Context: an optimization exercise on an open-source flow, tuned for small area. The choices shown serve that exercise and are no tape-out recipe. Only simulation tests tie the RTL to the original design; equivalence was not proved. Power figures rest on the tool's default switching activity, not on a simulated workload.

harbor:
==> flow/design.v (excerpt) <==
module cic3_echip65_2x12Row
(
output logic [(25-1):0] out0,
output logic [(25-1):0] out1,
output logic [(25-1):0] out2,
output logic [(25-1):0] out3,
output logic [(25-1):0] out4,
output logic [(25-1):0] out5,
output logic [(25-1):0] out6,
output logic [(25-1):0] out7,
output logic [(25-1):0] out8,
output logic [(25-1):0] out9,
output logic [(25-1):0] out10,
output logic [(25-1):0] out11,
output logic [(25-1):0] out12,
output logic [(25-1):0] out13,
output logic [(25-1):0] out14,
output logic [(25-1):0] out15,
output logic [(25-1):0] out16,
output logic [(25-1):0] out17,
output logic [(25-1):0] out18,
output logic [(25-1):0] out19,
output logic [(25-1):0] out20,
output logic [(25-1):0] out21,
output logic [(25-1):0] out22,
output logic [(25-1):0] out23,
input logic [(24-1):0] in,
input logic clk,
input logic reset_n
);
clock: 10.0 ns
lec_check: 0
cap_margin: 20
core_margin: 2
core_utilization: 65
slew_margin: 20
standard.sh (not shown) runs the stock make flow with config.mk's settings and CLKGATE_MAP_FILE= SYNTH_SCRIPT=/design/flow/synth_recipe.tcl, a recipe that flattens the netlist after the stock synthesis.
==> flow/flow/run.sh <==
#!/bin/bash
# Own layout flow: the standard ORFS flow (standard.sh) with two changes:
#  - the port buffers that buffer_ports inserts are sky130_fd_sc_hd__buf_1
#  - CTS clusters up to 30 sinks within 70 um and inserts no dummy loads
# Every tool's output goes to the ORFS logs under orfs/logs; make's own output
# goes to flow_make.log in this folder.
set -euo pipefail
export BUFFER_PORTS_ARGS="-buffer_cell sky130_fd_sc_hd__buf_1"
export CTS_ARGS="-sink_clustering_enable -repair_clock_nets -sink_clustering_size 30 -sink_clustering_max_diameter 70 -dont_use_dummy_load"
bash standard.sh finish > flow_make.log 2>&1
Relative to harbor, the following input files were edited for willow:
==> flow/flow/run.sh <==
#!/bin/bash
# Own layout flow: the standard ORFS flow (standard.sh) with two changes:
#  - the port buffers that buffer_ports inserts are sky130_fd_sc_hd__buf_1
#  - CTS clusters up to 26 sinks within 80 um and inserts no dummy loads
# Every tool's output goes to the ORFS logs under orfs/logs; make's own output
# goes to flow_make.log in this folder.
set -euo pipefail
export BUFFER_PORTS_ARGS="-buffer_cell sky130_fd_sc_hd__buf_1"
export CTS_ARGS="-sink_clustering_enable -repair_clock_nets -sink_clustering_size 26 -sink_clustering_max_diameter 80 -dont_use_dummy_load"
bash standard.sh finish > flow_make.log 2>&1
Results
[compare] base=harbor new=willow: final instance count without filler cells comparable; clock network fraction of design power has remained practically unchanged; post-route cell area now sits at about the same level. Per the comparison of willow with harbor, routed wire length ~0 delta; starting DRC count in detailed routing -457; count of hold buffers inserted by post-cts repair ~0 delta.

* * *

## lane 1
cic3_echip65_2x12Row, a different RTL version from the one above (not shown whole).
Size in the first run: about 13000 cells after synthesis, about 4200 flip-flops.
clock: 10.0 ns
lec_check: 0
cap_margin: 20
core_margin: 2
core_utilization: 72
slew_margin: 20
==> flow/flow/run.sh <==
#!/bin/bash
# Own layout flow: the standard ORFS flow (standard.sh) with two changes:
#  - the port buffers that buffer_ports inserts are sky130_fd_sc_hd__buf_1
#  - CTS clusters up to 28 sinks within 60 um and inserts no dummy loads
# Every tool's output goes to the ORFS logs under orfs/logs; make's own output
# goes to flow_make.log in this folder.
set -euo pipefail
export BUFFER_PORTS_ARGS="-buffer_cell sky130_fd_sc_hd__buf_1"
export CTS_ARGS="-sink_clustering_enable -repair_clock_nets -sink_clustering_size 28 -sink_clustering_max_diameter 60 -dont_use_dummy_load"
bash standard.sh finish > flow_make.log 2>&1
Lane 1 did not stop at any stage, and its layout met the timing, design-rule and antenna checks.
### lane 1 -> lane 2
Settings: CORE_UTILIZATION now 65, was 72; CTS_CLUSTER_SIZE now 28, previously not set; CTS_CLUSTER_DIAMETER now 60, previously not set.
Findings:
Delta (lane 2 minus lane 1): clock edge transition at the registers on the reported setup and hold paths lower, power roughly the same, overall global routing resource usage lower, core occupancy in the finished layout lower. Of lane 1 and lane 2, lane 1 shows the higher weighted congestion at the end of routability-driven global placement, with lane 2 below it. Compared lane 1 against lane 2; proportion of power drawn by flip-flops and latches within noise.
Input-level comparison between lane 3 and lane 2:
Settings: clearing CTS_CLUSTER_DIAMETER, which used to be 60; putting GPL_TIMING_DRIVEN at 0 where nothing was set; clearing CTS_CLUSTER_SIZE, which used to be 28.
Findings:
Looking at final routed wirelength across all metal layers across lane 3 and lane 2, the one that comes out higher is lane 3.
| full die area | lane 3 vs lane 2 | ≈ equal |
Lane 3 ended up with FILTERS[19].ch.acc_x[23]$_DFF_P_ as its capturing instance or port of the critical path; lane 2 ended up with FILTERS[11].ch.acc_x[23]$_DFF_P_.
Side by side, global-route usage turned out higher in lane 3 than in lane 2.
Compared with lane 2, lane 3 shows part of the cycle the worst path needs higher by 8.2 points.
The flow did not stop early for lane 3: all stages ran, and the layout cleared the timing, design-rule and antenna checks.
Looking at design area across lane 3 and lane 2, the one that comes out higher is lane 3.
More vias were needed by lane 3 than by lane 2.
The worst-path cell with the longest stage delay comes out dfxtp_2 in one run and fa_1 in the other, namely in lane 2 and lane 3 respectively.
In lane 3 the area added between synthesis and finish turned out 2.5 points higher than in lane 2.
Compared with lane 2, in lane 3 register-to-register slack fell 0.82 ns; worst setup slack after layout fell 0.82 ns.
Modified inputs, lane 4 compared to lane 3
Settings: clearing GPL_TIMING_DRIVEN, which used to be 0; putting CTS_CLUSTER_SIZE at 28 where nothing was set; putting CTS_CLUSTER_DIAMETER at 60 where nothing was set.
==> flow/run.sh (new file) <==
#!/bin/bash
# synth_recipe.tcl (not shown) runs the flow's synth.tcl, then flattens the netlist and writes it again
# the make line also repeats each setting of config.mk as NAME=value (left out here)
make -C /OpenROAD-flow-scripts/flow DESIGN_CONFIG=/design/flow/config.mk WORK_HOME=/design/flow/orfs CLKGATE_MAP_FILE= SYNTH_SCRIPT=/design/flow/synth_recipe.tcl finish
removed: flow/flow/run.sh
removed: flow/standard.sh
==> comparison <==
- Sequential standard cell area across lane 3 and lane 4: no real change.
- Compared to lane 3, lane 4 has clock share of power 2.9 points higher.
- Looking at proportion of layout cells with a drive suffix above 1, lane 4 sits above lane 3.
- Maximum cell stage delay along the critical path for lane 4 is lower than for lane 3.
- From lane 3 to lane 4 the numbers moved as follows: worst slew margin relative to its limit grew by 5.8 points, fraction of area in multi-input gates shrank by 0.45 points.
- Summary — final critical-path share of the clock period, lane 4 relative to lane 3: lower, by 5.7 points.
- Lane 3 has higher final wirelength than lane 4.
- Changes observed in lane 4 relative to lane 3: sum of net half-perimeters after detailed placement -35%; total instance count after detailed placement -about 5%.

re-timing with driven ports:
In the flow no input, the clock included, has a driving cell. The finished layouts below were timed again as built, in two steps. Step 1, drivers: a clkbuf_16 drives clk and a buf_2 each remaining input, both assumed. Step 2 times the ports against the registers' clock, not the clock port: input delays grow and output delays shrink by t, the midpoint of the rising clock arrivals with the driver on. Slacks: ideal / step 1 / step 2; pairs: ideal / step 1.
| run | t, ns | setup slack, ns | clock arrival spread, ns | pins driven straight from the clock port |
|---|---|---|---|---|
| harbor | 0.930 | 0.884 / 0.884 / 0.884 | 0.107 / 0.107 | 1 |
| willow | 0.925 | 0.888 / 0.888 / 0.888 | 0.102 / 0.102 | 1 |
| lane 1 | 0.946 | 0.968 / 0.968 / 0.968 | 0.072 / 0.073 | 1 |
| lane 2 | 0.948 | 0.950 / 0.950 / 0.950 | 0.095 / 0.095 | 1 |
| lane 3 | 0.964 | 0.127 / 0.127 / 0.127 | 0.107 / 0.106 | 1 |
| lane 4 | 1.007 | 0.696 / 0.696 / 0.696 | 0.043 / 0.043 | 1 |
After both steps every run listed still meets setup and hold.
